Source: an optimization exercise on an open RTL-to-GDS flow (aim: small area, a short achievable clock period and few clock cycles). Production flows keep margins and buffers that such runs may drop.
In this exercise RTL edits were held to simulation tests only and were not proved equivalent to the original.
Power figures rest on the tool's default switching activity, not on a simulated workload.

**flow/flow/run.sh**
```bash
#!/bin/bash
# Own flow: the standard layout, with small buffers on the ports and a lighter clock tree.
export BUFFER_PORTS_ARGS="-buffer_cell sky130_fd_sc_hd__buf_1"
export CTS_ARGS="-sink_clustering_enable -repair_clock_nets -buf_list sky130_fd_sc_hd__clkbuf_8 -dont_use_dummy_load"
bash standard.sh finish > standard.log 2>&1
```
**flow/standard.sh**
```bash
#!/bin/bash
# synth_recipe.tcl (not shown) runs the flow's synth.tcl, then flattens the netlist and writes it again
# the make line also repeats each setting of config.mk as NAME=value (left out here)
make -C /OpenROAD-flow-scripts/flow DESIGN_CONFIG=/design/flow/config.mk WORK_HOME=/design/flow/orfs CLKGATE_MAP_FILE= SYNTH_SCRIPT=/design/flow/synth_recipe.tcl "${@:-finish}"
```
**flow/config.mk**
```make
export PLATFORM = sky130hd
export DESIGN_NAME = convolution
export DESIGN_NICKNAME = convolution
export VERILOG_FILES = /design/flow/design.v
export SDC_FILE = /design/flow/constraint.sdc
export NUM_CORES = 4
export LEC_CHECK = 0
export ABC_CLOCK_PERIOD_IN_PS = 2500
export CAP_MARGIN = 20
export CORE_MARGIN = 2
export CORE_UTILIZATION = 55
export CTS_BUF_LIST = sky130_fd_sc_hd__clkbuf_8
export PLACE_DENSITY = 0.7
export SETUP_SLACK_MARGIN = 3.1
export SLEW_MARGIN = 20
```
**flow/constraint.sdc**
```tcl
create_clock -name core_clock -period 6.0 [get_ports {clk}]
set_input_delay 1.2000 -clock core_clock [delete_from_list [all_inputs] [get_ports {clk}]]
set_output_delay 1.2000 -clock core_clock [all_outputs]
set_load 0.01 [all_outputs]
```
**flow/design.v**
```verilog
module convolution
(
output [4:0] memX_addr,
input      [7:0] dataX,
output [4:0] memY_addr,
input      [7:0] dataY,
input start,
output [15:0] dataZ,
output [5:0] memZ_addr,
output writeZ,
input      [4:0] sizeX,
input      [4:0] sizeY,
input            shape,
output busy,
output done,
input clk,
input rst_n
);
   reg        done_r;     
   reg        act;        
   reg        on;         
   reg        l1, l2, l3, wz;
   reg        f1, f2, f3;
   reg [4:0]  j, i;
   reg        dir, fst;
   reg [7:0]  xr, yr;
   reg [15:0] ps, pc;
   wire [15:0] ms, mc;
   reg [15:0] acc;
   reg [5:0]  zaddr;
   reg [4:0] lo_t, him1_t;
   reg       empty_t;
   always @(*) begin
      case (sizeX)
         5'd1: lo_t = 5'd29;
         5'd2: lo_t = 5'd29;
         5'd3: lo_t = 5'd30;
         5'd4: lo_t = 5'd30;
         5'd5: lo_t = 5'd31;
         5'd6: lo_t = 5'd31;
         5'd7: lo_t = 5'd0;
         5'd8: lo_t = 5'd0;
         5'd9: lo_t = 5'd1;
         5'd10: lo_t = 5'd1;
         5'd11: lo_t = 5'd2;
         5'd12: lo_t = 5'd2;
         5'd13: lo_t = 5'd3;
         5'd14: lo_t = 5'd3;
         5'd15: lo_t = 5'd4;
         5'd16: lo_t = 5'd4;
         5'd17: lo_t = 5'd5;
         5'd18: lo_t = 5'd5;
         5'd19: lo_t = 5'd6;
         5'd20: lo_t = 5'd6;
         5'd21: lo_t = 5'd7;
         5'd22: lo_t = 5'd7;
         5'd23: lo_t = 5'd8;
         5'd24: lo_t = 5'd8;
         5'd25: lo_t = 5'd9;
         5'd26: lo_t = 5'd9;
         5'd27: lo_t = 5'd10;
         5'd28: lo_t = 5'd10;
         5'd29: lo_t = 5'd11;
         5'd30: lo_t = 5'd11;
         5'd31: lo_t = 5'd12;
         5'd0: lo_t = 5'd0;
         default: lo_t = 5'd0;
      endcase
      case (sizeX)
         5'd1: him1_t = 5'd30;
         5'd2: him1_t = 5'd31;
         5'd3: him1_t = 5'd1;
         5'd4: him1_t = 5'd2;
         5'd5: him1_t = 5'd4;
         5'd6: him1_t = 5'd5;
         5'd7: him1_t = 5'd7;
         5'd8: him1_t = 5'd8;
         5'd9: him1_t = 5'd10;
         5'd10: him1_t = 5'd11;
         5'd11: him1_t = 5'd13;
         5'd12: him1_t = 5'd14;
         5'd13: him1_t = 5'd16;
         5'd14: him1_t = 5'd17;
         5'd15: him1_t = 5'd19;
         5'd16: him1_t = 5'd20;
         5'd17: him1_t = 5'd22;
         5'd18: him1_t = 5'd23;
         5'd19: him1_t = 5'd25;
         5'd20: him1_t = 5'd26;
         5'd21: him1_t = 5'd28;
         5'd22: him1_t = 5'd29;
         5'd23: him1_t = 5'd31;
         5'd24: him1_t = 5'd0;
         5'd25: him1_t = 5'd2;
         5'd26: him1_t = 5'd3;
         5'd27: him1_t = 5'd5;
         5'd28: him1_t = 5'd6;
         5'd29: him1_t = 5'd8;
         5'd30: him1_t = 5'd9;
         5'd31: him1_t = 5'd11;
         5'd0: him1_t = 5'd0;
         default: him1_t = 5'd0;
      endcase
      case (sizeX)
         5'd1: empty_t = 1'b0;
         5'd2: empty_t = 1'b1;
         5'd3: empty_t = 1'b1;
         5'd4: empty_t = 1'b1;
         5'd5: empty_t = 1'b1;
         5'd6: empty_t = 1'b1;
         5'd7: empty_t = 1'b0;
         5'd8: empty_t = 1'b0;
         5'd9: empty_t = 1'b0;
         5'd10: empty_t = 1'b0;
         5'd11: empty_t = 1'b0;
         5'd12: empty_t = 1'b0;
         5'd13: empty_t = 1'b0;
         5'd14: empty_t = 1'b0;
         5'd15: empty_t = 1'b0;
         5'd16: empty_t = 1'b0;
         5'd17: empty_t = 1'b0;
         5'd18: empty_t = 1'b0;
         5'd19: empty_t = 1'b0;
         5'd20: empty_t = 1'b0;
         5'd21: empty_t = 1'b0;
         5'd22: empty_t = 1'b0;
         5'd23: empty_t = 1'b1;
         5'd24: empty_t = 1'b1;
         5'd25: empty_t = 1'b1;
         5'd26: empty_t = 1'b1;
         5'd27: empty_t = 1'b1;
         5'd28: empty_t = 1'b1;
         5'd29: empty_t = 1'b1;
         5'd30: empty_t = 1'b1;
         5'd31: empty_t = 1'b1;
         5'd0: empty_t = 1'b1;
         default: empty_t = 1'b1;
      endcase
   end
   wire [4:0] jp = j + 5'd1;
   wire [4:0] jm = j - 5'd1;
   wire [4:0] ip = i + 5'd1;
   wire [4:0] im = i - 5'd1;
   wire [4:0] lo    = lo_t;
   wire [4:0] him1  = him1_t;
   wire       empty = empty_t;
   wire at_lo = (zaddr == {1'b0, lo});
   wire fin_w = ~done_r & wz & shape & (zaddr == {1'b0, him1});    
   wire j_top = (jp == sizeX);
   wire i_top = (ip == sizeY);
   wire j_bot = (j == 5'd0);
   wire i_bot = (i == 5'd0);
   wire lastK = dir ? (j_bot | i_top) : (j_top | i_bot);
   wire corner = j_top & i_top;
   wire adv  = on ? lastK : 1'b1;
   wire rsel = on ? dir : 1'b1;
   wire jdec = ~adv & dir;
   wire jinc = (~adv & ~dir) | (adv & (rsel ? i_top : ~j_top));
   wire idec = ~adv & ~dir;
   wire iinc = (~adv & dir) | (adv & (rsel ? ~i_top : j_top));
   wire [15:0] accg = f3 ? 16'd0 : acc;
   wire [15:0] as   = accg ^ ps ^ pc;
   wire [15:0] ac   = (accg & ps) | (accg & pc) | (ps & pc);
   always @(posedge clk or negedge rst_n) begin
      if (!rst_n) begin
         done_r <= 1'b1;
         act    <= 1'b0;
         on     <= 1'b0;
         l1 <= 1'b0; l2 <= 1'b0; l3 <= 1'b0;
         wz <= 1'b0;
      end else begin
         if (done_r) begin
            if (start) begin
               done_r <= 1'b0;
               act    <= 1'b1;
               on     <= ~shape;
            end
         end else if (fin_w) begin
            done_r <= 1'b1;
            act    <= 1'b0;
            on     <= 1'b0;
         end else if (act & ~on) begin
            if (empty | (corner & ~at_lo)) begin
               act    <= 1'b0;
               done_r <= 1'b1;
            end else if (at_lo) begin
               on <= 1'b1;
            end
         end else if (act) begin
            if (corner) begin
               act <= 1'b0;
               on  <= 1'b0;
            end
         end else if (wz & ~l3 & ~l2 & ~l1) begin
            done_r <= 1'b1;
         end
         l1 <= on & lastK & ~fin_w;
         l2 <= l1 & ~fin_w;
         l3 <= l2 & ~fin_w;
         wz <= l3 & ~fin_w;
      end
   end
   always @(posedge clk) begin
      if (done_r) begin
         j     <= 5'd0;
         i     <= 5'd0;
         dir   <= 1'b0;
         fst   <= 1'b1;
         zaddr <= 6'd0;
      end else begin
         if (act & ~(~on & at_lo)) begin
            j <= jdec ? jm : (jinc ? jp : j);
            i <= idec ? im : (iinc ? ip : i);
            if (adv) dir <= on & ~dir;
            fst <= adv;
         end
         if (wz | (act & ~on & ~at_lo)) zaddr <= zaddr + 6'd1;
      end
      f1 <= fst; f2 <= f1; f3 <= f2;
      xr  <= dataX;
      yr  <= dataY;
      ps  <= ms;
      pc  <= mc;
      acc <= as + {ac[14:0], 1'b0};
   end
   wire m_pp0_0 = xr[0] & yr[0];
   wire m_pp0_1 = xr[0] & yr[1];
   wire m_pp0_2 = xr[0] & yr[2];
   wire m_pp0_3 = xr[0] & yr[3];
   wire m_pp0_4 = xr[0] & yr[4];
   wire m_pp0_5 = xr[0] & yr[5];
   wire m_pp0_6 = xr[0] & yr[6];
   wire m_pp0_7 = xr[0] & yr[7];
   wire m_pp1_0 = xr[1] & yr[0];
   wire m_pp1_1 = xr[1] & yr[1];
   wire m_pp1_2 = xr[1] & yr[2];
   wire m_pp1_3 = xr[1] & yr[3];
   wire m_pp1_4 = xr[1] & yr[4];
   wire m_pp1_5 = xr[1] & yr[5];
   wire m_pp1_6 = xr[1] & yr[6];
   wire m_pp1_7 = xr[1] & yr[7];
   wire m_pp2_0 = xr[2] & yr[0];
   wire m_pp2_1 = xr[2] & yr[1];
   wire m_pp2_2 = xr[2] & yr[2];
   wire m_pp2_3 = xr[2] & yr[3];
   wire m_pp2_4 = xr[2] & yr[4];
   wire m_pp2_5 = xr[2] & yr[5];
   wire m_pp2_6 = xr[2] & yr[6];
   wire m_pp2_7 = xr[2] & yr[7];
   wire m_pp3_0 = xr[3] & yr[0];
   wire m_pp3_1 = xr[3] & yr[1];
   wire m_pp3_2 = xr[3] & yr[2];
   wire m_pp3_3 = xr[3] & yr[3];
   wire m_pp3_4 = xr[3] & yr[4];
   wire m_pp3_5 = xr[3] & yr[5];
   wire m_pp3_6 = xr[3] & yr[6];
   wire m_pp3_7 = xr[3] & yr[7];
   wire m_pp4_0 = xr[4] & yr[0];
   wire m_pp4_1 = xr[4] & yr[1];
   wire m_pp4_2 = xr[4] & yr[2];
   wire m_pp4_3 = xr[4] & yr[3];
   wire m_pp4_4 = xr[4] & yr[4];
   wire m_pp4_5 = xr[4] & yr[5];
   wire m_pp4_6 = xr[4] & yr[6];
   wire m_pp4_7 = xr[4] & yr[7];
   wire m_pp5_0 = xr[5] & yr[0];
   wire m_pp5_1 = xr[5] & yr[1];
   wire m_pp5_2 = xr[5] & yr[2];
   wire m_pp5_3 = xr[5] & yr[3];
   wire m_pp5_4 = xr[5] & yr[4];
   wire m_pp5_5 = xr[5] & yr[5];
   wire m_pp5_6 = xr[5] & yr[6];
   wire m_pp5_7 = xr[5] & yr[7];
   wire m_pp6_0 = xr[6] & yr[0];
   wire m_pp6_1 = xr[6] & yr[1];
   wire m_pp6_2 = xr[6] & yr[2];
   wire m_pp6_3 = xr[6] & yr[3];
   wire m_pp6_4 = xr[6] & yr[4];
   wire m_pp6_5 = xr[6] & yr[5];
   wire m_pp6_6 = xr[6] & yr[6];
   wire m_pp6_7 = xr[6] & yr[7];
   wire m_pp7_0 = xr[7] & yr[0];
   wire m_pp7_1 = xr[7] & yr[1];
   wire m_pp7_2 = xr[7] & yr[2];
   wire m_pp7_3 = xr[7] & yr[3];
   wire m_pp7_4 = xr[7] & yr[4];
   wire m_pp7_5 = xr[7] & yr[5];
   wire m_pp7_6 = xr[7] & yr[6];
   wire m_pp7_7 = xr[7] & yr[7];
   wire m_1;
   wire m_2;
   wire m_3;
   wire m_4;
   wire m_5;
   wire m_6;
   wire m_7;
   wire m_8;
   wire m_9;
   wire m_10;
   wire m_11;
   wire m_12;
   wire m_13;
   wire m_14;
   wire m_15;
   wire m_16;
   wire m_17;
   wire m_18;
   wire m_19;
   wire m_20;
   wire m_21;
   wire m_22;
   wire m_23;
   wire m_24;
   wire m_25;
   wire m_26;
   wire m_27;
   wire m_28;
   wire m_29;
   wire m_30;
   wire m_31;
   wire m_32;
   wire m_33;
   wire m_34;
   wire m_35;
   wire m_36;
   wire m_37;
   wire m_38;
   wire m_39;
   wire m_40;
   wire m_41;
   wire m_42;
   wire m_43;
   wire m_44;
   wire m_45;
   wire m_46;
   wire m_47;
   wire m_48;
   wire m_49;
   wire m_50;
   wire m_51;
   wire m_52;
   wire m_53;
   wire m_54;
   wire m_55;
   wire m_56;
   wire m_57;
   wire m_58;
   wire m_59;
   wire m_60;
   wire m_61;
   wire m_62;
   wire m_63;
   wire m_64;
   wire m_65;
   wire m_66;
   wire m_67;
   wire m_68;
   wire m_69;
   wire m_70;
   wire m_71;
   wire m_72;
   wire m_73;
   wire m_74;
   wire m_75;
   wire m_76;
   wire m_77;
   wire m_78;
   wire m_79;
   wire m_80;
   wire m_81;
   wire m_82;
   wire m_83;
   wire m_84;
   assign m_1 = m_pp0_6 ^ m_pp1_5;
   assign m_2 = m_pp0_6 & m_pp1_5;
   assign m_3 = m_pp0_7 ^ m_pp1_6 ^ m_pp2_5;
   assign m_4 = (m_pp0_7 & m_pp1_6) | (m_pp0_7 & m_pp2_5) | (m_pp1_6 & m_pp2_5);
   assign m_5 = m_pp3_4 ^ m_pp4_3;
   assign m_6 = m_pp3_4 & m_pp4_3;
   assign m_7 = m_pp1_7 ^ m_pp2_6 ^ m_pp3_5;
   assign m_8 = (m_pp1_7 & m_pp2_6) | (m_pp1_7 & m_pp3_5) | (m_pp2_6 & m_pp3_5);
   assign m_9 = m_pp4_4 ^ m_pp5_3;
   assign m_10 = m_pp4_4 & m_pp5_3;
   assign m_11 = m_pp2_7 ^ m_pp3_6 ^ m_pp4_5;
   assign m_12 = (m_pp2_7 & m_pp3_6) | (m_pp2_7 & m_pp4_5) | (m_pp3_6 & m_pp4_5);
   assign m_13 = m_pp0_4 ^ m_pp1_3;
   assign m_14 = m_pp0_4 & m_pp1_3;
   assign m_15 = m_pp0_5 ^ m_pp1_4 ^ m_pp2_3;
   assign m_16 = (m_pp0_5 & m_pp1_4) | (m_pp0_5 & m_pp2_3) | (m_pp1_4 & m_pp2_3);
   assign m_17 = m_pp3_2 ^ m_pp4_1;
   assign m_18 = m_pp3_2 & m_pp4_1;
   assign m_19 = m_1 ^ m_pp2_4 ^ m_pp3_3;
   assign m_20 = (m_1 & m_pp2_4) | (m_1 & m_pp3_3) | (m_pp2_4 & m_pp3_3);
   assign m_21 = m_pp4_2 ^ m_pp5_1 ^ m_pp6_0;
   assign m_22 = (m_pp4_2 & m_pp5_1) | (m_pp4_2 & m_pp6_0) | (m_pp5_1 & m_pp6_0);
   assign m_23 = m_2 ^ m_3 ^ m_5;
   assign m_24 = (m_2 & m_3) | (m_2 & m_5) | (m_3 & m_5);
   assign m_25 = m_pp5_2 ^ m_pp6_1 ^ m_pp7_0;
   assign m_26 = (m_pp5_2 & m_pp6_1) | (m_pp5_2 & m_pp7_0) | (m_pp6_1 & m_pp7_0);
   assign m_27 = m_4 ^ m_6 ^ m_7;
   assign m_28 = (m_4 & m_6) | (m_4 & m_7) | (m_6 & m_7);
   assign m_29 = m_9 ^ m_pp6_2 ^ m_pp7_1;
   assign m_30 = (m_9 & m_pp6_2) | (m_9 & m_pp7_1) | (m_pp6_2 & m_pp7_1);
   assign m_31 = m_8 ^ m_10 ^ m_11;
   assign m_32 = (m_8 & m_10) | (m_8 & m_11) | (m_10 & m_11);
   assign m_33 = m_pp5_4 ^ m_pp6_3 ^ m_pp7_2;
   assign m_34 = (m_pp5_4 & m_pp6_3) | (m_pp5_4 & m_pp7_2) | (m_pp6_3 & m_pp7_2);
   assign m_35 = m_12 ^ m_pp3_7 ^ m_pp4_6;
   assign m_36 = (m_12 & m_pp3_7) | (m_12 & m_pp4_6) | (m_pp3_7 & m_pp4_6);
   assign m_37 = m_pp5_5 ^ m_pp6_4 ^ m_pp7_3;
   assign m_38 = (m_pp5_5 & m_pp6_4) | (m_pp5_5 & m_pp7_3) | (m_pp6_4 & m_pp7_3);
   assign m_39 = m_pp4_7 ^ m_pp5_6 ^ m_pp6_5;
   assign m_40 = (m_pp4_7 & m_pp5_6) | (m_pp4_7 & m_pp6_5) | (m_pp5_6 & m_pp6_5);
   assign m_41 = m_pp0_3 ^ m_pp1_2;
   assign m_42 = m_pp0_3 & m_pp1_2;
   assign m_43 = m_13 ^ m_pp2_2 ^ m_pp3_1;
   assign m_44 = (m_13 & m_pp2_2) | (m_13 & m_pp3_1) | (m_pp2_2 & m_pp3_1);
   assign m_45 = m_14 ^ m_15 ^ m_17;
   assign m_46 = (m_14 & m_15) | (m_14 & m_17) | (m_15 & m_17);
   assign m_47 = m_16 ^ m_18 ^ m_19;
   assign m_48 = (m_16 & m_18) | (m_16 & m_19) | (m_18 & m_19);
   assign m_49 = m_20 ^ m_22 ^ m_23;
   assign m_50 = (m_20 & m_22) | (m_20 & m_23) | (m_22 & m_23);
   assign m_51 = m_24 ^ m_26 ^ m_27;
   assign m_52 = (m_24 & m_26) | (m_24 & m_27) | (m_26 & m_27);
   assign m_53 = m_28 ^ m_30 ^ m_31;
   assign m_54 = (m_28 & m_30) | (m_28 & m_31) | (m_30 & m_31);
   assign m_55 = m_32 ^ m_34 ^ m_35;
   assign m_56 = (m_32 & m_34) | (m_32 & m_35) | (m_34 & m_35);
   assign m_57 = m_36 ^ m_38 ^ m_39;
   assign m_58 = (m_36 & m_38) | (m_36 & m_39) | (m_38 & m_39);
   assign m_59 = m_40 ^ m_pp5_7 ^ m_pp6_6;
   assign m_60 = (m_40 & m_pp5_7) | (m_40 & m_pp6_6) | (m_pp5_7 & m_pp6_6);
   assign m_61 = m_pp0_2 ^ m_pp1_1;
   assign m_62 = m_pp0_2 & m_pp1_1;
   assign m_63 = m_41 ^ m_pp2_1 ^ m_pp3_0;
   assign m_64 = (m_41 & m_pp2_1) | (m_41 & m_pp3_0) | (m_pp2_1 & m_pp3_0);
   assign m_65 = m_42 ^ m_43 ^ m_pp4_0;
   assign m_66 = (m_42 & m_43) | (m_42 & m_pp4_0) | (m_43 & m_pp4_0);
   assign m_67 = m_44 ^ m_45 ^ m_pp5_0;
   assign m_68 = (m_44 & m_45) | (m_44 & m_pp5_0) | (m_45 & m_pp5_0);
   assign m_69 = m_46 ^ m_47 ^ m_21;
   assign m_70 = (m_46 & m_47) | (m_46 & m_21) | (m_47 & m_21);
   assign m_71 = m_48 ^ m_49 ^ m_25;
   assign m_72 = (m_48 & m_49) | (m_48 & m_25) | (m_49 & m_25);
   assign m_73 = m_50 ^ m_51 ^ m_29;
   assign m_74 = (m_50 & m_51) | (m_50 & m_29) | (m_51 & m_29);
   assign m_75 = m_52 ^ m_53 ^ m_33;
   assign m_76 = (m_52 & m_53) | (m_52 & m_33) | (m_53 & m_33);
   assign m_77 = m_54 ^ m_55 ^ m_37;
   assign m_78 = (m_54 & m_55) | (m_54 & m_37) | (m_55 & m_37);
   assign m_79 = m_56 ^ m_57 ^ m_pp7_4;
   assign m_80 = (m_56 & m_57) | (m_56 & m_pp7_4) | (m_57 & m_pp7_4);
   assign m_81 = m_58 ^ m_59 ^ m_pp7_5;
   assign m_82 = (m_58 & m_59) | (m_58 & m_pp7_5) | (m_59 & m_pp7_5);
   assign m_83 = m_60 ^ m_pp6_7 ^ m_pp7_6;
   assign m_84 = (m_60 & m_pp6_7) | (m_60 & m_pp7_6) | (m_pp6_7 & m_pp7_6);
   assign ms = {1'b0, m_84, m_82, m_80, m_78, m_76, m_74, m_72, m_70, m_68, m_66, m_64, m_62, m_61, m_pp0_1, m_pp0_0};
   assign mc = {1'b0, m_pp7_7, m_83, m_81, m_79, m_77, m_75, m_73, m_71, m_69, m_67, m_65, m_63, m_pp2_0, m_pp1_0, 1'b0};
   assign memX_addr = j;
   assign memY_addr = i;
   assign memZ_addr = zaddr;
   assign dataZ     = acc;
   assign writeZ    = wz;
   assign done      = done_r;
   assign busy      = ~done_r;
endmodule
```
==> flow_summary.html, run 1 <==
<table>
<tr><th>Metric</th><th>Value</th></tr>
<tr><th colspan="2">Timing</th></tr>
<tr><td>Period minus WS final</td><td>slightly below 3 ns</td></tr>
<tr><td>Achievable frequency</td><td>between 0.3 and 0.4 GHz</td></tr>
<tr><td>Final Setup Violations</td><td>0</td></tr>
<tr><td>Least-Margin Pin Slew</td><td>between 0.7 and 0.8 ns</td></tr>
<tr><td>Worst max-slew margin expressed relative to the limit</td><td>48.1%</td></tr>
<tr><td>Count of pins over their slew limit</td><td>0</td></tr>
<tr><td>Post-layout worst setup margin</td><td>a little over 3 ns</td></tr>
<tr><td>Number of endpoints with negative hold slack in the final report</td><td>0</td></tr>
<tr><td>Setup TNS</td><td>0 ns</td></tr>
<tr><td>Worst clock skew</td><td>approximately 0.013 ns</td></tr>
<tr><td>RSZ-0062 raised after global routing</td><td>true</td></tr>
<tr><td>Share of the clock period used by the worst path</td><td>48.8%</td></tr>
<tr><th colspan="2">Yosys</th></tr>
<tr><td>Number of distinct library cells after synthesis</td><td>63</td></tr>
<tr><td>Number of nets produced by synthesis</td><td>around 700</td></tr>
<tr><td>Synthesized instance count</td><td>about 600</td></tr>
<tr><td>Library cell occupying the most area in the post-synthesis netlist</td><td>sky130_fd_sc_hd__dfxtp_1</td></tr>
<tr><td>Sequential-to-total area share from yosys stat</td><td>32.1%</td></tr>
<tr><td>Post-synthesis async set-or-reset flop share</td><td>under 10%</td></tr>
<tr><td>Synthesized flop and latch total</td><td>89</td></tr>
<tr><td>Post-synthesis instance area</td><td>around 5700 µm²</td></tr>
<tr><td>Synthesis warning total</td><td>1</td></tr>
<tr><td>Synthesized area divided by synthesized cell count</td><td>~9.6 µm²</td></tr>
<tr><td>Share of Yosys cell area claimed by the top area cell type</td><td>29.0%</td></tr>
<tr><td>Top post-synthesis cells by area</td><td>sky130_fd_sc_hd__dfxtp_1, sky130_fd_sc_hd__fa_1, sky130_fd_sc_hd__ha_1, sky130_fd_sc_hd__inv_1, sky130_fd_sc_hd__and2_1</td></tr>
<tr><td>Number of flops mapped to enable cells by yosys</td><td>0</td></tr>
<tr><td>Predominant post-synthesis flop cell</td><td>sky130_fd_sc_hd__dfxtp_1</td></tr>
<tr><th colspan="2">Floorplan</th></tr>
<tr><td>Site Rows</td><td>37</td></tr>
<tr><td>Vertical die dimension</td><td>roughly 110 µm</td></tr>
<tr><td>Placeable core region</td><td>around 10000 µm²</td></tr>
<tr><td>Die Footprint</td><td>11100 µm²</td></tr>
<tr><td>Number of ports placed on the die boundary</td><td>between 60 and 70</td></tr>
<tr><td>DIE WIDTH</td><td>around 110 µm</td></tr>
<tr><td>Initial core utilization</td><td>55.9%</td></tr>
<tr><th colspan="2">Critical path</th></tr>
<tr><td>Crit path max fanout</td><td>5</td></tr>
<tr><td>Worst Setup End Kind</td><td>flop</td></tr>
<tr><td>Critical path start-end classification</td><td>input pin to flop</td></tr>
<tr><td>Required time of the critical path</td><td>6.27 ns</td></tr>
<tr><td>CP arrival</td><td>approximately 3.2 ns</td></tr>
<tr><td>Crit path launch type</td><td>input pin</td></tr>
<tr><th colspan="2">Cells and area</th></tr>
<tr><td>Net count reported at finish</td><td>780</td></tr>
<tr><td>N_diodes</td><td>0</td></tr>
<tr><td>Area delta synth-&gt;final</td><td>13.5%</td></tr>
<tr><td>Layout cells sized above 1</td><td>a little under a tenth</td></tr>
<tr><th colspan="2">CTS</th></tr>
<tr><td>CTS tree</td><td>done</td></tr>
<tr><td>Number of levels the H-tree was split into</td><td>3</td></tr>
<tr><td>Max clock buf depth</td><td>2</td></tr>
<tr><td>Hold buffer count at cts</td><td>0</td></tr>
<tr><td>Clock transition at the register clock pins on the worst setup and hold paths after CTS</td><td>about 0.080 ns</td></tr>
<tr><td>Total clock sinks</td><td>89</td></tr>
<tr><td>Clock latency on the worst-skew pair</td><td>around 0.35 ns</td></tr>
<tr><td>Root buffer selected by CTS</td><td>sky130_fd_sc_hd__clkbuf_8</td></tr>
<tr><td>Cts bufs inserted</td><td>9</td></tr>
<tr><th colspan="2">Global routing</th></tr>
<tr><td>First-pass GRT wire length</td><td>19.3 mm</td></tr>
<tr><td>Number of antenna violations at the first check in global routing</td><td>0</td></tr>
<tr><td>Peak-usage layer in the global routing report</td><td>met2</td></tr>
<tr><td>Met3 Resource Use GR</td><td>~3.0%</td></tr>
<tr><td>Sum of overflow across all layers after global routing</td><td>0</td></tr>
<tr><td>Met2 Usage GRT</td><td>a little under two fifths</td></tr>
<tr><td>Number of global-route vias before repair</td><td>4340</td></tr>
<tr><td>Met1 track demand over resource in global routing</td><td>between 20% and 30%</td></tr>
<tr><td>Pin count of the biggest net entering global routing</td><td>26</td></tr>
<tr><td>Total routing resource utilization after global routing</td><td>about a fifth</td></tr>
<tr><th colspan="2">Detailed routing</th></tr>
<tr><td>Number of DRC violations after detailed-routing iteration 0</td><td>160</td></tr>
<tr><td>Post-detailed-route wirelength per cell</td><td>around 14 µm</td></tr>
<tr><td>Number of nets with antenna violations after detailed routing</td><td>0</td></tr>
<tr><td>Detailed-route via count</td><td>4253</td></tr>
<tr><td>First-pass iteration count of the detailed router</td><td>4</td></tr>
<tr><td>Remaining DRCs</td><td>0</td></tr>
<tr><td>Via count normalized by instance count</td><td>between 5 and 6</td></tr>
<tr><td>Final Routed Wirelength</td><td>approximately 11 mm</td></tr>
<tr><th colspan="2">Power and ir drop</th></tr>
<tr><td>Pwr dens</td><td>about 420 nW/µm²</td></tr>
<tr><td>Worst ir drop on vdd</td><td>about 0.00022 V</td></tr>
<tr><td>Leakage power of the design</td><td>around 0.0028 µW</td></tr>
<tr><th colspan="2">Placed design</th></tr>
<tr><td>Routability congestion estimate from global placement</td><td>0.848</td></tr>
<tr><td>Count of buffers from port buffering</td><td>64</td></tr>
<tr><td>Post-detail-place hpwl</td><td>8.52 mm</td></tr>
<tr><td>Setup WS pre-CTS</td><td>2.24 ns</td></tr>
<tr><th colspan="2">Outcome</th></tr>
<tr><td>Result of the run</td><td>no timing/DRC/antenna violations</td></tr>
<tr><th colspan="2">Job</th></tr>
<tr><td>MaxCap Viol Count</td><td>0</td></tr>
<tr><th colspan="2">Min path</th></tr>
<tr><td>Worst min path class</td><td>flop to flop</td></tr>
</table>
cell type report:
cell class                 count  area [µm²]
timing repair buffer          76         379
clock buffer                   9         124
inverter                      77         314
sequential                    89        1830
multi-input combinational    416        3610
fill                         849        3710
tap                          136         170
where the power goes:
part,internal [µW],total [µW],switching [µW]
logic,654,1410,757
clock network,134,313,178
registers,779,944,165
path summary, 6_finish.rpt:
kind	from	endpoint	slack, ns	cells after the start
setup / recovery	sizeX[0]	zaddr[5]	3.07	11
hold / removal	f1	f2	0.32	0
setup reg to reg	xr[3]	pc[9]	3.24	8
hold reg to reg	f1	f2	0.32	0
max in group asynchronous	rst_n	done_r	4.96	1
min in group asynchronous	rst_n	on	0.74	1
worst max-delay path, cell delays in order:
cell and delay, ns:
sky130_fd_sc_hd__buf_12 0.12, sky130_fd_sc_hd__clkinv_8 0.04, sky130_fd_sc_hd__ha_4 0.13, sky130_fd_sc_hd__or2b_1 0.23
sky130_fd_sc_hd__and3_1 0.18, sky130_fd_sc_hd__a211o_1 0.25, sky130_fd_sc_hd__nand4_1 0.11, sky130_fd_sc_hd__buf_4 0.16
sky130_fd_sc_hd__a31oi_4 0.12, sky130_fd_sc_hd__or4_1 0.52, sky130_fd_sc_hd__a21oi_1 0.13
kinds of logic (layout without fill, tap and decap cells):
family	after synthesis	count (layout)	synth area share, %
buffers and inverters	89	162	6.10
adders and majority gates	81	81	24.5
DFF	89	89	32.1
AOI/OAI and AO/OA	89	91	10.9
muxes	9	9	1.68
xor gates and xnor gates	37	37	5.72
and+or+nand+nor	198	198	19.0
flip-flops by register name, indices dropped and copies added, names as in the netlist, 5 cells and up:
name   flops
i          5
yr         8
j          5
pc        14
acc       16
xr         8
ps        15
zaddr      6
placed cells by master (no fill, tap or decap), drive strengths merged, types with 10 or more instances in the layout:
master / count
dfxtp: 82
inv: 76
buf: 75
fa: 50
and2: 47
nand2: 38
ha: 31
nor2: 28
xnor2: 25
a21oi: 23
o21ai: 23
nor2b: 18
nand3: 14
xor2: 12
nand2b: 11
clkbuf: 10
metrics by stage:
stage | utilization (%) | std cells | area, µm² | hold slack [ns] | power, µW
after floorplan | - | 592 | 5720 | 0.310 | 1950
after global placement | 59.9 | 780 | 6070 | 0.314 | 2190
after detailed placement | 59.9 | 780 | 6070 | 0.322 | 2260
after CTS | 62.4 | 799 | 6320 | 0.324 | 2630
after global routing | 63.4 | 803 | 6430 | 0.324 | 2900
final | 63.4 | 803 | 6430 | 0.321 | 2670
metal layers:
metal,wire (µm),up-vias
li1,-,2083
met1,4680,2040
met2,5780,103
met3,370,27
met4,285,0
met5,0,-
what timing repair did:
action	4_1_cts	5_1_grt
cloned	2	0
gates resized for setup	18	25
buffers inserted	8	4
pin swaps	6	7
endpoints found under the setup margin	25	25
synthesized netlist by cell type (all sizes together) (5+ instances only):
master / n
nor3: 9
nor2: 28
xnor2: 25
a21oi: 23
or3: 9
nand2: 38
mux2i: 5
a21o: 7
inv: 77
dfxtp: 82
o21ai: 23
a211oi: 6
nor2b: 18
dfrtp: 6
and2: 47
clkbuf: 8
nand3: 14
xor2: 12
nand2b: 11
fa: 50
ha: 31
Testbench counts, summed over its fixed seeds: cycles 40,586.
==> inputs of run 2 (changes only) <==
--- a/flow/config.mk
+++ b/flow/config.mk
@@ -11,5 +11,5 @@
 export CORE_UTILIZATION = 55
 export CTS_BUF_LIST = sky130_fd_sc_hd__clkbuf_8
 export PLACE_DENSITY = 0.7
-export SETUP_SLACK_MARGIN = 3.1
+export SETUP_SLACK_MARGIN = 2.9
 export SLEW_MARGIN = 20
==> flow_summary.html, run 2 <==
<table>
<tr><th>Metric</th><th>Value</th></tr>
<tr><th colspan="2">Outcome</th></tr>
<tr><td>Result of the run</td><td>no timing/DRC/antenna violations (unchanged)</td></tr>
<tr><th colspan="2">Yosys</th></tr>
<tr><td>Top post-synthesis cells by area</td><td>sky130_fd_sc_hd__dfxtp_1, sky130_fd_sc_hd__fa_1, sky130_fd_sc_hd__ha_1, sky130_fd_sc_hd__inv_1, sky130_fd_sc_hd__and2_1 (unchanged)</td></tr>
<tr><td>Synthesis warning total</td><td>1 (unchanged)</td></tr>
<tr><td>Synthesized flop and latch total</td><td>89 (unchanged)</td></tr>
<tr><td>Synthesized instance count</td><td>592 (unchanged)</td></tr>
<tr><td>Number of nets produced by synthesis</td><td>703 (unchanged)</td></tr>
<tr><td>Post-synthesis async set-or-reset flop share</td><td>7.87% (unchanged)</td></tr>
<tr><td>Number of distinct library cells after synthesis</td><td>63 (unchanged)</td></tr>
<tr><td>Post-synthesis instance area</td><td>5660 µm² (unchanged)</td></tr>
<tr><td>Number of flops mapped to enable cells by yosys</td><td>0 (unchanged)</td></tr>
<tr><td>Library cell occupying the most area in the post-synthesis netlist</td><td>sky130_fd_sc_hd__dfxtp_1 (unchanged)</td></tr>
<tr><td>Synthesized area divided by synthesized cell count</td><td>9.57 µm² (unchanged)</td></tr>
<tr><td>Share of Yosys cell area claimed by the top area cell type</td><td>29.0% (unchanged)</td></tr>
<tr><td>Predominant post-synthesis flop cell</td><td>sky130_fd_sc_hd__dfxtp_1 (unchanged)</td></tr>
<tr><td>Sequential-to-total area share from yosys stat</td><td>32.1% (unchanged)</td></tr>
<tr><td>Most repeated cell in the gate-level netlist after synthesis</td><td>sky130_fd_sc_hd__dfxtp_1 (unchanged)</td></tr>
<tr><td>Most numerous cell types in the synthesized netlist</td><td>sky130_fd_sc_hd__dfxtp_1, sky130_fd_sc_hd__inv_1, sky130_fd_sc_hd__fa_1, sky130_fd_sc_hd__and2_1, sky130_fd_sc_hd__nand2_1 (unchanged)</td></tr>
<tr><th colspan="2">CTS</th></tr>
<tr><td>Hold buffer count at cts</td><td>0 (unchanged)</td></tr>
<tr><td>CTS tree</td><td>done (unchanged)</td></tr>
<tr><td>Clock transition at the register clock pins on the worst setup and hold paths after CTS</td><td>0.07 ns (was 0.08 ns)</td></tr>
<tr><td>Number of levels the H-tree was split into</td><td>3 (unchanged)</td></tr>
<tr><td>Total clock sinks</td><td>89 (unchanged)</td></tr>
<tr><td>Clock latency on the worst-skew pair</td><td>0.36 ns (was 0.35 ns)</td></tr>
<tr><td>Max clock buf depth</td><td>2 (unchanged)</td></tr>
<tr><td>Cts bufs inserted</td><td>9 (unchanged)</td></tr>
<tr><td>Root buffer selected by CTS</td><td>sky130_fd_sc_hd__clkbuf_8 (unchanged)</td></tr>
<tr><th colspan="2">Timing</th></tr>
<tr><td>Setup TNS</td><td>0 ns (unchanged)</td></tr>
<tr><td>Period minus WS final</td><td>3.03 ns (was 2.93 ns)</td></tr>
<tr><td>Share of the clock period used by the worst path</td><td>50.4% (was 48.8%)</td></tr>
<tr><td>Count of pins over their slew limit</td><td>0 (unchanged)</td></tr>
<tr><td>Final Hold Slack</td><td>0.334 ns (was 0.321 ns)</td></tr>
<tr><td>Final Setup Violations</td><td>0 (unchanged)</td></tr>
<tr><td>Worst clock skew</td><td>0.0212 ns (was 0.0134 ns)</td></tr>
<tr><td>Achievable frequency</td><td>0.331 GHz (was 0.342 GHz)</td></tr>
<tr><td>Worst max-slew margin expressed relative to the limit</td><td>42.4% (was 48.1%)</td></tr>
<tr><td>Least-Margin Pin Slew</td><td>0.852 ns (was 0.768 ns)</td></tr>
<tr><td>RSZ-0062 raised after global routing</td><td>false (was true)</td></tr>
<tr><td>Number of endpoints with negative hold slack in the final report</td><td>0 (unchanged)</td></tr>
<tr><td>Post-layout worst setup margin</td><td>2.97 ns (was 3.07 ns)</td></tr>
<tr><th colspan="2">Floorplan</th></tr>
<tr><td>Placeable core region</td><td>10100 µm² (unchanged)</td></tr>
<tr><td>DIE WIDTH</td><td>105 µm (unchanged)</td></tr>
<tr><td>Site Rows</td><td>37 (unchanged)</td></tr>
<tr><td>Die Footprint</td><td>11100 µm² (unchanged)</td></tr>
<tr><td>Vertical die dimension</td><td>105 µm (unchanged)</td></tr>
<tr><td>Number of ports placed on the die boundary</td><td>65 (unchanged)</td></tr>
<tr><td>Initial core utilization</td><td>55.9% (unchanged)</td></tr>
<tr><th colspan="2">Detailed routing</th></tr>
<tr><td>Number of nets with antenna violations after detailed routing</td><td>0 (unchanged)</td></tr>
<tr><td>Detailed-route via count</td><td>4132 (was 4253)</td></tr>
<tr><td>Via count normalized by instance count</td><td>5.22 (was 5.30)</td></tr>
<tr><td>Remaining DRCs</td><td>0 (unchanged)</td></tr>
<tr><td>Number of DRC violations after detailed-routing iteration 0</td><td>149 (was 160)</td></tr>
<tr><td>Post-detailed-route wirelength per cell</td><td>13.4 µm (was 13.8 µm)</td></tr>
<tr><td>First-pass iteration count of the detailed router</td><td>4 (unchanged)</td></tr>
<tr><td>Final Routed Wirelength</td><td>10.6 mm (was 11.1 mm)</td></tr>
<tr><th colspan="2">Global routing</th></tr>
<tr><td>Sum of overflow across all layers after global routing</td><td>0 (unchanged)</td></tr>
<tr><td>Pin count of the biggest net entering global routing</td><td>26 (unchanged)</td></tr>
<tr><td>Number of antenna violations at the first check in global routing</td><td>0 (unchanged)</td></tr>
<tr><td>First-pass GRT wire length</td><td>18.3 mm (was 19.3 mm)</td></tr>
<tr><td>Total routing resource utilization after global routing</td><td>20.5% (was 21.3%)</td></tr>
<tr><td>Number of global-route vias before repair</td><td>4097 (was 4340)</td></tr>
<tr><th colspan="2">Critical path</th></tr>
<tr><td>Crit path launch type</td><td>input pin (unchanged)</td></tr>
<tr><td>CP arrival</td><td>3.24 ns (was 3.20 ns)</td></tr>
<tr><td>Critical path start-end classification</td><td>input pin to flop (unchanged)</td></tr>
<tr><td>Worst Setup End Kind</td><td>flop (unchanged)</td></tr>
<tr><td>Crit path max fanout</td><td>5 (unchanged)</td></tr>
<tr><td>Required time of the critical path</td><td>6.22 ns (was 6.27 ns)</td></tr>
<tr><th colspan="2">Cells and area</th></tr>
<tr><td>Most common cell after layout, fill and taps aside</td><td>sky130_fd_sc_hd__dfxtp_1 (unchanged)</td></tr>
<tr><td>Non-filler cells in the finished layout</td><td>792 (was 803)</td></tr>
<tr><td>Area delta synth-&gt;final</td><td>10.7% (was 13.5%)</td></tr>
<tr><td>Number of flip-flops in the largest register</td><td>16 (unchanged)</td></tr>
<tr><td>Register bank with the most flops</td><td>acc (unchanged)</td></tr>
<tr><td>Layout cells sized above 1</td><td>6.25% (was 9.60%)</td></tr>
<tr><td>Net count reported at finish</td><td>769 (was 780)</td></tr>
<tr><td>Most frequent cells in the layout</td><td>sky130_fd_sc_hd__dfxtp_1, sky130_fd_sc_hd__inv_1, sky130_fd_sc_hd__buf_1, sky130_fd_sc_hd__fa_1, sky130_fd_sc_hd__and2_1 (unchanged)</td></tr>
<tr><td>Largest registers ranked by flip-flop count</td><td>acc: 16 flops, ps: 15 flops, pc: 14 flops (unchanged)</td></tr>
<tr><td>N_diodes</td><td>0 (unchanged)</td></tr>
<tr><td>Final standard cell utilization of the core</td><td>61.8% (was 63.4%)</td></tr>
<tr><th colspan="2">Job</th></tr>
<tr><td>MaxCap Viol Count</td><td>0 (unchanged)</td></tr>
<tr><th colspan="2">Power and ir drop</th></tr>
<tr><td>Pwr dens</td><td>411 nW/µm² (was 415 nW/µm²)</td></tr>
<tr><td>Worst ir drop on vdd</td><td>0.000228 V (was 0.000221 V)</td></tr>
<tr><td>Leakage power of the design</td><td>0.00277 µW (was 0.00285 µW)</td></tr>
<tr><th colspan="2">Placed design</th></tr>
<tr><td>Number of cells in the design after placement</td><td>780 (unchanged)</td></tr>
<tr><td>Routability congestion estimate from global placement</td><td>0.836 (was 0.848)</td></tr>
<tr><td>Count of buffers from port buffering</td><td>64 (unchanged)</td></tr>
<tr><td>Post-detail-place hpwl</td><td>8.35 mm (was 8.52 mm)</td></tr>
<tr><td>Setup WS pre-CTS</td><td>2.30 ns (was 2.24 ns)</td></tr>
<tr><th colspan="2">Min path</th></tr>
<tr><td>Worst min path class</td><td>flop to flop (unchanged)</td></tr>
</table>
run 2: metal layers:
metal / vias up / share of wire (%) / global-route usage, %
li1: 2067 / - / -
met1: 1969 / 44 / 25.7
met2: 79 / 50 / 34.6
met3: 17 / 3.6 / 3.59
met4: 0 / 2.3 / 8.95
met5: - / 0 / 0
run 2: cells by family (layout without fill, tap and decap cells):
| family | Yosys count | count (layout) | share of synthesized area [%] |
|---|---|---|---|
| and+or+nand+nor | 198 | 198 | 19.0 |
| muxes | 9 | 9 | 1.68 |
| xor gates and xnor gates | 37 | 37 | 5.72 |
| adders and majority gates | 81 | 81 | 24.5 |
| AOI/OAI and AO/OA | 89 | 90 | 10.9 |
| buffers and inverters | 89 | 152 | 6.10 |
| DFF | 89 | 89 | 32.1 |
run 2: where the power goes:
part	switching, µW	leakage (µW)	internal [µW]	total, µW
Sequential	169	0.000771	776	944
Combinational	712	0.00193	605	1320
Clock	181	0.0000647	134	315
Total	1060	0.00277	1510	2580
run 2: cell type report:
class                   count  area (µm²)
fillers                   870        3870
multi-input cells         415        3570
flip-flops and latches     89        1820
inverters                  77         304
repair buffers             66         277
well taps                 136         170
clock buffers               9         124
run 2: path summary, 6_finish.rpt:
kind / start / end / slack, ns / depth (start not counted)
hold reg to reg: f2 / f3 / 0.33 / 0
max in group asynchronous: rst_n / done_r / 4.94 / 1
setup reg to reg: f3 / acc[14] / 3.05 / 11
hold / removal: f2 / f3 / 0.33 / 0
min in group asynchronous: rst_n / act / 0.72 / 1
setup / recovery: sizeX[0] / zaddr[1] / 2.97 / 11
run 2: metrics by stage:
step / instance area (µm²) / power, µW
2_1_floorplan: 5690 / 1950
5_1_grt: 6270 / 2830
3_5_place_dp: 6050 / 2250
4_1_cts: 6180 / 2570
6_report: 6270 / 2580
3_3_place_gp: 6050 / 2190
run 2: repair_timing:
item                                    CTS  global route
hold endpoints to repair                  0             0
endpoints found under the setup margin   22            19
resized for setup                         5            18
gates cloned                              0             1
buffers inserted                          0             2
pin swaps                                 0             6
run 2: worst max-delay path: stages:
cell and delay, ns:
sky130_fd_sc_hd__buf_4 0.16, sky130_fd_sc_hd__inv_4 0.04, sky130_fd_sc_hd__ha_4 0.17, sky130_fd_sc_hd__mux2_2 0.27
sky130_fd_sc_hd__or4_1 0.49, sky130_fd_sc_hd__nand3_2 0.11, sky130_fd_sc_hd__nand4_1 0.11, sky130_fd_sc_hd__buf_6 0.16
sky130_fd_sc_hd__a31oi_4 0.28, sky130_fd_sc_hd__mux2i_1 0.21, sky130_fd_sc_hd__nor2_1 0.05
==> inputs of run 3 (changes only) <==
--- a/flow/config.mk
+++ b/flow/config.mk
@@ -11,5 +11,6 @@
 export CORE_UTILIZATION = 55
 export CTS_BUF_LIST = sky130_fd_sc_hd__clkbuf_8
 export PLACE_DENSITY = 0.7
-export SETUP_SLACK_MARGIN = 2.9
+export SETUP_SLACK_MARGIN = 3.0
 export SLEW_MARGIN = 20
+export TNS_END_PERCENT = 50
==> flow_summary.html, run 3 <==
<table>
<tr><th>Metric</th><th>Value</th></tr>
<tr><th colspan="2">Floorplan</th></tr>
<tr><td>Number of ports placed on the die boundary</td><td>65 (unchanged)</td></tr>
<tr><td>Vertical die dimension</td><td>105 µm (unchanged)</td></tr>
<tr><td>Initial core utilization</td><td>55.9% (unchanged)</td></tr>
<tr><td>Placeable core region</td><td>10100 µm² (unchanged)</td></tr>
<tr><td>Site Rows</td><td>37 (unchanged)</td></tr>
<tr><td>Die Footprint</td><td>11100 µm² (unchanged)</td></tr>
<tr><td>DIE WIDTH</td><td>105 µm (unchanged)</td></tr>
<tr><th colspan="2">Cells and area</th></tr>
<tr><td>Non-filler cells in the finished layout</td><td>795 (was 792)</td></tr>
<tr><td>Area delta synth-&gt;final</td><td>11.9% (was 10.7%)</td></tr>
<tr><td>Flip-flop and latch area</td><td>1820 µm² (unchanged)</td></tr>
<tr><td>Net count reported at finish</td><td>772 (was 769)</td></tr>
<tr><td>Final standard cell utilization of the core</td><td>62.5% (was 61.8%)</td></tr>
<tr><td>Combined area of the multi-input logic cells</td><td>3600 µm² (was 3570 µm²)</td></tr>
<tr><td>Register bank with the most flops</td><td>acc (unchanged)</td></tr>
<tr><td>Count of fill cells added during filler insertion</td><td>864 (was 870)</td></tr>
<tr><td>Number of flip-flops in the largest register</td><td>16 (unchanged)</td></tr>
<tr><td>N_diodes</td><td>0 (unchanged)</td></tr>
<tr><td>Largest registers ranked by flip-flop count</td><td>acc: 16 flops, ps: 15 flops, pc: 14 flops (unchanged)</td></tr>
<tr><td>Finished layout cell area</td><td>6330 µm² (was 6270 µm²)</td></tr>
<tr><td>Layout cells sized above 1</td><td>7.44% (was 6.25%)</td></tr>
<tr><td>Most frequent cells in the layout</td><td>sky130_fd_sc_hd__dfxtp_1, sky130_fd_sc_hd__inv_1, sky130_fd_sc_hd__buf_1, sky130_fd_sc_hd__fa_1, sky130_fd_sc_hd__and2_1 (unchanged)</td></tr>
<tr><td>Most common cell after layout, fill and taps aside</td><td>sky130_fd_sc_hd__dfxtp_1 (unchanged)</td></tr>
<tr><th colspan="2">CTS</th></tr>
<tr><td>Clock transition at the register clock pins on the worst setup and hold paths after CTS</td><td>0.08 ns (was 0.07 ns)</td></tr>
<tr><td>Number of levels the H-tree was split into</td><td>3 (unchanged)</td></tr>
<tr><td>Cts bufs inserted</td><td>9 (unchanged)</td></tr>
<tr><td>Max clock buf depth</td><td>2 (unchanged)</td></tr>
<tr><td>Total clock sinks</td><td>89 (unchanged)</td></tr>
<tr><td>CTS tree</td><td>done (unchanged)</td></tr>
<tr><td>Clock latency on the worst-skew pair</td><td>0.36 ns (about the same)</td></tr>
<tr><td>Hold buffer count at cts</td><td>0 (unchanged)</td></tr>
<tr><td>Root buffer selected by CTS</td><td>sky130_fd_sc_hd__clkbuf_8 (unchanged)</td></tr>
<tr><th colspan="2">Detailed routing</th></tr>
<tr><td>Remaining DRCs</td><td>0 (unchanged)</td></tr>
<tr><td>Post-detailed-route wirelength per cell</td><td>14.0 µm (was 13.4 µm)</td></tr>
<tr><td>Met1 layer wirelength in the final routing</td><td>4.84 mm (was 4.72 mm)</td></tr>
<tr><td>Max layer used</td><td>met4 (unchanged)</td></tr>
<tr><td>Met2 wirelength from detailed routing</td><td>5.68 mm (was 5.30 mm)</td></tr>
<tr><td>First-pass iteration count of the detailed router</td><td>4 (unchanged)</td></tr>
<tr><td>Number of DRC violations after detailed-routing iteration 0</td><td>132 (was 149)</td></tr>
<tr><td>Detailed-route via count</td><td>4185 (was 4132)</td></tr>
<tr><td>Met3 WL</td><td>378 µm (was 384 µm)</td></tr>
<tr><td>Final Routed Wirelength</td><td>11.1 mm (was 10.6 mm)</td></tr>
<tr><td>Number of nets with antenna violations after detailed routing</td><td>0 (unchanged)</td></tr>
<tr><td>Via count normalized by instance count</td><td>5.26 (was 5.22)</td></tr>
<tr><th colspan="2">Power and ir drop</th></tr>
<tr><td>Cell-internal power</td><td>1530 µW (was 1510 µW)</td></tr>
<tr><td>Proportion of power drawn by flip-flops and latches</td><td>36.1% (was 36.7%)</td></tr>
<tr><td>Power share of the clock group</td><td>12.1% (was 12.2%)</td></tr>
<tr><td>Pwr dens</td><td>414 nW/µm² (was 411 nW/µm²)</td></tr>
<tr><td>Sw Share</td><td>41.5% (was 41.2%)</td></tr>
<tr><td>Worst ir drop on vdd</td><td>0.000230 V (was 0.000228 V)</td></tr>
<tr><td>Power share of the combinational group</td><td>51.8% (was 51.1%)</td></tr>
<tr><td>Switching power total</td><td>1090 µW (was 1060 µW)</td></tr>
<tr><td>Leakage power of the design</td><td>0.00280 µW (was 0.00277 µW)</td></tr>
<tr><td>Final Power</td><td>2620 µW (was 2580 µW)</td></tr>
<tr><th colspan="2">Yosys</th></tr>
<tr><td>Top post-synthesis cells by area</td><td>sky130_fd_sc_hd__dfxtp_1, sky130_fd_sc_hd__fa_1, sky130_fd_sc_hd__ha_1, sky130_fd_sc_hd__inv_1, sky130_fd_sc_hd__and2_1 (unchanged)</td></tr>
<tr><td>Sequential-to-total area share from yosys stat</td><td>32.1% (unchanged)</td></tr>
<tr><td>Share of Yosys cell area claimed by the top area cell type</td><td>29.0% (unchanged)</td></tr>
<tr><td>Synthesized instance count</td><td>592 (unchanged)</td></tr>
<tr><td>Post-synthesis async set-or-reset flop share</td><td>7.87% (unchanged)</td></tr>
<tr><td>Number of nets produced by synthesis</td><td>703 (unchanged)</td></tr>
<tr><td>Predominant post-synthesis flop cell</td><td>sky130_fd_sc_hd__dfxtp_1 (unchanged)</td></tr>
<tr><td>Number of flops mapped to enable cells by yosys</td><td>0 (unchanged)</td></tr>
<tr><td>Most repeated cell in the gate-level netlist after synthesis</td><td>sky130_fd_sc_hd__dfxtp_1 (unchanged)</td></tr>
<tr><td>Number of distinct library cells after synthesis</td><td>63 (unchanged)</td></tr>
<tr><td>Library cell occupying the most area in the post-synthesis netlist</td><td>sky130_fd_sc_hd__dfxtp_1 (unchanged)</td></tr>
<tr><td>Most numerous cell types in the synthesized netlist</td><td>sky130_fd_sc_hd__dfxtp_1, sky130_fd_sc_hd__inv_1, sky130_fd_sc_hd__fa_1, sky130_fd_sc_hd__and2_1, sky130_fd_sc_hd__nand2_1 (unchanged)</td></tr>
<tr><td>Post-synthesis instance area</td><td>5660 µm² (unchanged)</td></tr>
<tr><td>Synthesized area divided by synthesized cell count</td><td>9.57 µm² (unchanged)</td></tr>
<tr><td>Synthesized flop and latch total</td><td>89 (unchanged)</td></tr>
<tr><td>Synthesis warning total</td><td>1 (unchanged)</td></tr>
<tr><th colspan="2">Critical path</th></tr>
<tr><td>Crit path launch type</td><td>input pin (unchanged)</td></tr>
<tr><td>Required time of the critical path</td><td>6.24 ns (was 6.22 ns)</td></tr>
<tr><td>Worst Setup End Kind</td><td>flop (unchanged)</td></tr>
<tr><td>CP bufs+invs</td><td>3 (unchanged)</td></tr>
<tr><td>Crit path max fanout</td><td>5 (unchanged)</td></tr>
<tr><td>Ordered list of cells on the worst path</td><td>buf_8 &gt; inv_4 &gt; ha_4 &gt; mux2_2 &gt; or4_4 &gt; nand3_4 &gt; nand4_1 &gt; buf_6 &gt; o31a_1 &gt; o41ai_2 (was buf_4 &gt; inv_4 &gt; ha_4 &gt; mux2_2 &gt; or4_1 &gt; nand3_2 &gt; nand4_1 &gt; buf_6 &gt; a31oi_4 &gt; mux2i_1 &gt; nor2_1)</td></tr>
<tr><td>Critical path start-end classification</td><td>input pin to flop (unchanged)</td></tr>
<tr><td>Delay contributed by the slowest stage of the critical path</td><td>0.50 ns (was 0.49 ns)</td></tr>
<tr><td>Cell family with most CP delay</td><td>simple AND/OR/NAND/NOR gates (unchanged)</td></tr>
<tr><td>CP arrival</td><td>3.20 ns (was 3.24 ns)</td></tr>
<tr><td>Critical Path Slowest Stage Cell</td><td>sky130_fd_sc_hd__or4_4 (was sky130_fd_sc_hd__or4_1)</td></tr>
<tr><th colspan="2">Timing</th></tr>
<tr><td>Achievable frequency</td><td>0.338 GHz (was 0.331 GHz)</td></tr>
<tr><td>Least-Margin Pin Slew</td><td>0.811 ns (was 0.852 ns)</td></tr>
<tr><td>Final Setup Violations</td><td>0 (unchanged)</td></tr>
<tr><td>Setup TNS</td><td>0 ns (unchanged)</td></tr>
<tr><td>RSZ-0062 raised after global routing</td><td>true (was false)</td></tr>
<tr><td>Period minus WS final</td><td>2.96 ns (was 3.03 ns)</td></tr>
<tr><td>Worst clock skew</td><td>0.0178 ns (was 0.0212 ns)</td></tr>
<tr><td>Share of the clock period used by the worst path</td><td>49.4% (was 50.4%)</td></tr>
<tr><td>Number of endpoints with negative hold slack in the final report</td><td>0 (unchanged)</td></tr>
<tr><td>Worst max-slew margin expressed relative to the limit</td><td>45.2% (was 42.4%)</td></tr>
<tr><td>Count of pins over their slew limit</td><td>0 (unchanged)</td></tr>
<tr><th colspan="2">Placed design</th></tr>
<tr><td>Post-detail-place hpwl</td><td>8.50 mm (was 8.35 mm)</td></tr>
<tr><td>Count of buffers from port buffering</td><td>64 (unchanged)</td></tr>
<tr><td>Post-Place Cell Area</td><td>6070 µm² (was 6050 µm²)</td></tr>
<tr><td>Routability congestion estimate from global placement</td><td>0.860 (was 0.836)</td></tr>
<tr><td>Number of cells in the design after placement</td><td>780 (unchanged)</td></tr>
<tr><th colspan="2">Min path</th></tr>
<tr><td>Worst min path class</td><td>flop to flop (unchanged)</td></tr>
<tr><th colspan="2">Global routing</th></tr>
<tr><td>Sum of overflow across all layers after global routing</td><td>0 (unchanged)</td></tr>
<tr><td>Pin count of the biggest net entering global routing</td><td>26 (unchanged)</td></tr>
<tr><td>Number of global-route vias before repair</td><td>4210 (was 4097)</td></tr>
<tr><td>Total routing resource utilization after global routing</td><td>21.7% (was 20.5%)</td></tr>
<tr><td>Number of antenna violations at the first check in global routing</td><td>0 (unchanged)</td></tr>
<tr><td>First-pass GRT wire length</td><td>19.5 mm (was 18.3 mm)</td></tr>
<tr><th colspan="2">Job</th></tr>
<tr><td>MaxCap Viol Count</td><td>0 (unchanged)</td></tr>
<tr><th colspan="2">Outcome</th></tr>
<tr><td>Result of the run</td><td>no timing/DRC/antenna violations (unchanged)</td></tr>
</table>
-- run 3: power groups by stage --
stage / clock network [µW] / logic, µW / registers (µW)
floorplan: 0 / 1020 / 931
finish: 318 / 1360 / 946
global route: 354 / 1550 / 975
detailed placement: 0 / 1300 / 956
CTS: 332 / 1330 / 949
global placement: 0 / 1250 / 946
-- run 3: cell families after synthesis --
family,count (synthesis),share of synthesized area [%]
xor gates and xnor gates,37,5.72
buffers and inverters,89,6.10
and+or+nand+nor,198,19.0
AOI/OAI and AO/OA,89,10.9
DFF,89,32.1
adders and majority gates,81,24.5
muxes,9,1.68
-- run 3: stage by stage --
stage / setup slack, ns / hold WS (ns)
5_1_grt: 2.93 / 0.339
4_1_cts: 2.96 / 0.322
3_3_place_gp: 2.31 / 0.313
2_1_floorplan: 2.88 / 0.310
6_report: 3.04 / 0.327
3_5_place_dp: 2.25 / 0.314
-- run 3: path summary, 6_finish.rpt --
kind	from	endpoint	slack (ns)	cells after the start
max in group asynchronous	rst_n	done_r	4.94	1
setup / recovery	sizeX[0]	on	3.04	10
min in group asynchronous	rst_n	l1	0.73	1
hold / removal	f2	f3	0.33	0
hold reg to reg	f2	f3	0.33	0
setup reg to reg	f3	acc[15]	3.12	10
-- run 3: layout make-up --
class,instances,share of cell area [%]
well taps,136,2.69
inverters,77,4.80
repair buffers,69,4.98
flip-flops and latches,89,28.8
multi-input cells,415,56.8
clock buffers,9,1.96
-- run 3: metal layers --
metal  global-route usage [%]  up-vias
li1                         -     2078
met3                     4.02       17
met1                     26.8     2008
met2                     37.9       82
met5                        0        -
met4                     7.81        0
-- run 3: repair_timing --
item / 4_1_cts / 5_1_grt
pin swaps: 4 / 4
hold endpoints to repair: 0 / 0
endpoints found under the setup margin: 23 / 21
gates resized for setup: 11 / 17
cloned: 1 / 0
buffers inserted: 3 / 2
==> inputs of run 4 (changes only) <==
--- a/flow/config.mk
+++ b/flow/config.mk
@@ -13,4 +13,4 @@
 export PLACE_DENSITY = 0.7
 export SETUP_SLACK_MARGIN = 3.0
 export SLEW_MARGIN = 20
-export TNS_END_PERCENT = 50
+export TNS_END_PERCENT = 10
==> flow_summary.html, run 4 <==
<table>
<tr><th>Metric</th><th>Value</th></tr>
<tr><th colspan="2">Placed design</th></tr>
<tr><td>Routability congestion estimate from global placement</td><td>0.856 (was 0.860)</td></tr>
<tr><td>Post-Place Cell Area</td><td>6050 µm² (was 6070 µm²)</td></tr>
<tr><td>Post-detail-place hpwl</td><td>8.70 mm (was 8.50 mm)</td></tr>
<tr><th colspan="2">Job</th></tr>
<tr><td>MaxCap Viol Count</td><td>0 (unchanged)</td></tr>
<tr><th colspan="2">Yosys</th></tr>
<tr><td>Predominant post-synthesis flop cell</td><td>sky130_fd_sc_hd__dfxtp_1 (unchanged)</td></tr>
<tr><td>Most repeated cell in the gate-level netlist after synthesis</td><td>sky130_fd_sc_hd__dfxtp_1 (unchanged)</td></tr>
<tr><td>Sequential-to-total area share from yosys stat</td><td>32.1% (unchanged)</td></tr>
<tr><td>Post-synthesis instance area</td><td>5660 µm² (unchanged)</td></tr>
<tr><td>Top post-synthesis cells by area</td><td>sky130_fd_sc_hd__dfxtp_1, sky130_fd_sc_hd__fa_1, sky130_fd_sc_hd__ha_1, sky130_fd_sc_hd__inv_1, sky130_fd_sc_hd__and2_1 (unchanged)</td></tr>
<tr><td>Synthesized flop and latch total</td><td>89 (unchanged)</td></tr>
<tr><td>Post-synthesis async set-or-reset flop share</td><td>7.87% (unchanged)</td></tr>
<tr><td>Most numerous cell types in the synthesized netlist</td><td>sky130_fd_sc_hd__dfxtp_1, sky130_fd_sc_hd__inv_1, sky130_fd_sc_hd__fa_1, sky130_fd_sc_hd__and2_1, sky130_fd_sc_hd__nand2_1 (unchanged)</td></tr>
<tr><td>Number of nets produced by synthesis</td><td>703 (unchanged)</td></tr>
<tr><td>Synthesized area divided by synthesized cell count</td><td>9.57 µm² (unchanged)</td></tr>
<tr><td>Synthesized instance count</td><td>592 (unchanged)</td></tr>
<tr><th colspan="2">Global routing</th></tr>
<tr><td>First-pass GRT wire length</td><td>19.6 mm (was 19.5 mm)</td></tr>
<tr><td>Pin count of the biggest net entering global routing</td><td>26 (unchanged)</td></tr>
<tr><td>Sum of overflow across all layers after global routing</td><td>0 (unchanged)</td></tr>
<tr><td>Met1 track demand over resource in global routing</td><td>27.6% (was 26.8%)</td></tr>
<tr><td>Number of antenna violations at the first check in global routing</td><td>0 (unchanged)</td></tr>
<tr><td>Met3 Resource Use GR</td><td>3.46% (was 4.02%)</td></tr>
<tr><td>Number of global-route vias before repair</td><td>4221 (was 4210)</td></tr>
<tr><td>Peak-usage layer in the global routing report</td><td>met2 (unchanged)</td></tr>
<tr><th colspan="2">Cells and area</th></tr>
<tr><td>Net count reported at finish</td><td>777 (was 772)</td></tr>
<tr><td>Register bank with the most flops</td><td>acc (unchanged)</td></tr>
<tr><td>Number of flip-flops in the largest register</td><td>16 (unchanged)</td></tr>
<tr><td>Area delta synth-&gt;final</td><td>12.0% (was 11.9%)</td></tr>
<tr><td>N_diodes</td><td>0 (unchanged)</td></tr>
<tr><td>Finished layout cell area</td><td>6340 µm² (was 6330 µm²)</td></tr>
<tr><th colspan="2">Floorplan</th></tr>
<tr><td>DIE WIDTH</td><td>105 µm (unchanged)</td></tr>
<tr><td>Vertical die dimension</td><td>105 µm (unchanged)</td></tr>
<tr><td>Site Rows</td><td>37 (unchanged)</td></tr>
<tr><td>Die Footprint</td><td>11100 µm² (unchanged)</td></tr>
<tr><td>Placeable core region</td><td>10100 µm² (unchanged)</td></tr>
<tr><td>Initial core utilization</td><td>55.9% (unchanged)</td></tr>
<tr><td>Number of ports placed on the die boundary</td><td>65 (unchanged)</td></tr>
<tr><th colspan="2">Detailed routing</th></tr>
<tr><td>First-pass iteration count of the detailed router</td><td>4 (unchanged)</td></tr>
<tr><td>Post-detailed-route wirelength per cell</td><td>14.2 µm (was 14.0 µm)</td></tr>
<tr><td>Detailed-route via count</td><td>4231 (was 4185)</td></tr>
<tr><td>Number of nets with antenna violations after detailed routing</td><td>0 (unchanged)</td></tr>
<tr><th colspan="2">Timing</th></tr>
<tr><td>Worst max-slew margin expressed relative to the limit</td><td>46.3% (was 45.2%)</td></tr>
<tr><td>Final Setup Violations</td><td>0 (unchanged)</td></tr>
<tr><td>Share of the clock period used by the worst path</td><td>49.9% (was 49.4%)</td></tr>
<tr><td>Worst clock skew</td><td>0.0160 ns (was 0.0178 ns)</td></tr>
<tr><td>Number of endpoints with negative hold slack in the final report</td><td>0 (unchanged)</td></tr>
<tr><td>Achievable frequency</td><td>0.334 GHz (was 0.338 GHz)</td></tr>
<tr><td>Least-Margin Pin Slew</td><td>0.794 ns (was 0.811 ns)</td></tr>
<tr><th colspan="2">Min path</th></tr>
<tr><td>Worst min path class</td><td>flop to flop (unchanged)</td></tr>
<tr><td>Startpoint of the worst hold path</td><td>f1 (was f2)</td></tr>
<tr><th colspan="2">Critical path</th></tr>
<tr><td>Crit path max fanout</td><td>5 (unchanged)</td></tr>
<tr><td>Crit path launch type</td><td>input pin (unchanged)</td></tr>
<tr><td>Worst Setup SP</td><td>sizeX[0] (unchanged)</td></tr>
<tr><td>Worst Setup End Kind</td><td>flop (unchanged)</td></tr>
<tr><td>Critical Path Slowest Stage Cell</td><td>sky130_fd_sc_hd__or4_1 (was sky130_fd_sc_hd__or4_4)</td></tr>
<tr><td>Ordered list of cells on the worst path</td><td>buf_6 &gt; inv_4 &gt; ha_4 &gt; or2b_1 &gt; and3_1 &gt; a211o_1 &gt; nand4_1 &gt; buf_4 &gt; a31oi_4 &gt; or4_1 &gt; a21oi_1 (was buf_8 &gt; inv_4 &gt; ha_4 &gt; mux2_2 &gt; or4_4 &gt; nand3_4 &gt; nand4_1 &gt; buf_6 &gt; o31a_1 &gt; o41ai_2)</td></tr>
<tr><td>Required time of the critical path</td><td>6.27 ns (was 6.24 ns)</td></tr>
<tr><td>Cell family with most CP delay</td><td>simple AND/OR/NAND/NOR gates (unchanged)</td></tr>
<tr><td>Start of the worst register-to-register path</td><td>f3 (unchanged)</td></tr>
<tr><td>CP bufs+invs</td><td>3 (unchanged)</td></tr>
<tr><td>CP arrival</td><td>3.26 ns (was 3.20 ns)</td></tr>
<tr><td>Critical path start-end classification</td><td>input pin to flop (unchanged)</td></tr>
<tr><th colspan="2">CTS</th></tr>
<tr><td>CTS tree</td><td>done (unchanged)</td></tr>
<tr><td>Cts bufs inserted</td><td>9 (unchanged)</td></tr>
<tr><td>Root buffer selected by CTS</td><td>sky130_fd_sc_hd__clkbuf_8 (unchanged)</td></tr>
<tr><td>Max clock buf depth</td><td>2 (unchanged)</td></tr>
<tr><td>Total clock sinks</td><td>89 (unchanged)</td></tr>
<tr><td>Clock latency on the worst-skew pair</td><td>0.35 ns (was 0.36 ns)</td></tr>
<tr><th colspan="2">Power and ir drop</th></tr>
<tr><td>Leakage power of the design</td><td>0.00281 µW (was 0.00280 µW)</td></tr>
<tr><td>Worst ir drop on vdd</td><td>0.000226 V (was 0.000230 V)</td></tr>
<tr><td>Pwr dens</td><td>416 nW/µm² (was 414 nW/µm²)</td></tr>
<tr><th colspan="2">Outcome</th></tr>
<tr><td>Result of the run</td><td>no timing/DRC/antenna violations (unchanged)</td></tr>
</table>
-- run 4: cell counts after synthesis --
No cell type changed its count.
-- run 4: per-layer routing --
layer	vias up	part of all wire, %
met5	-	0
met1	2056	45
li1	2090	-
met4	0	1.3
met3	11	3.0
met2	74	51
-- run 4: path summary, 6_finish.rpt --
path / endpoint / slack [ns] / depth (start not counted)
setup / recovery: zaddr[5] / 3.01 / 11
hold / removal: f2 / 0.33 / 0
setup reg to reg: acc[14] / 3.08 / 11
hold reg to reg: f2 / 0.33 / 0
max in group asynchronous: done_r / 4.93 / 1
min in group asynchronous: on / 0.76 / 1
-- run 4: per-stage QoR --
| stage | instances | hold slack (ns) | total power, µW | setup WS (ns) |
|---|---|---|---|---|
| floorplan | 592 | 0.310 | 1950 | 2.88 |
| global placement | 780 | 0.314 | 2200 | 2.32 |
| detailed placement | 780 | 0.313 | 2250 | 2.25 |
| CTS | 794 | 0.334 | 2610 | 2.96 |
| global route | 800 | 0.340 | 2890 | 2.94 |
| finish | 800 | 0.331 | 2640 | 3.01 |
-- run 4: logic make-up (layout without fill, tap and decap cells) --
family                     after synthesis  count (layout)  share of synthesized area (%)
xor gates and xnor gates                37              37                           5.72
adders and majority gates               81              81                           24.5
DFF                                     89              89                           32.1
muxes                                    9               9                           1.68
and+or+nand+nor                        198             198                           19.0
AOI/OAI and AO/OA                       89              91                           10.9
buffers and inverters                   89             159                           6.10
-- run 4: final cells by class --
| type | instances | area, µm² |
|---|---|---|
| Clock buffer | 9 | 124 |
| Sequential cell | 89 | 1820 |
| Fill cell | 866 | 3800 |
| Multi-Input combinational cell | 416 | 3590 |
| Inverter | 77 | 304 |
| Timing Repair Buffer | 73 | 333 |
| Tap cell | 136 | 170 |
-- run 4: what timing repair did --
action                                  4_1_cts  5_1_grt
gates cloned                                  2        0
pin swaps                                     3        8
endpoints found under the setup margin       23       24
resized for setup                             9       17
buffers inserted                              3        6
-- run 4: worst register-to-register path, cell delays in order (launching register included) --
cell and delay, ns:
sky130_fd_sc_hd__dfxtp_4 0.40, sky130_fd_sc_hd__nand2b_1 0.18, sky130_fd_sc_hd__fa_1 0.53, sky130_fd_sc_hd__inv_1 0.06
sky130_fd_sc_hd__ha_1 0.27, sky130_fd_sc_hd__a21o_1 0.11, sky130_fd_sc_hd__a21oi_1 0.10, sky130_fd_sc_hd__or4b_2 0.68
sky130_fd_sc_hd__nand3_2 0.11, sky130_fd_sc_hd__a31o_2 0.15, sky130_fd_sc_hd__a21o_1 0.12, sky130_fd_sc_hd__xor2_1 0.14
-- run 4: report_power, final --
part	internal (µW)	total [µW]	switching [µW]
sequential	776	951	175
clock	135	322	187
combinational	632	1370	733
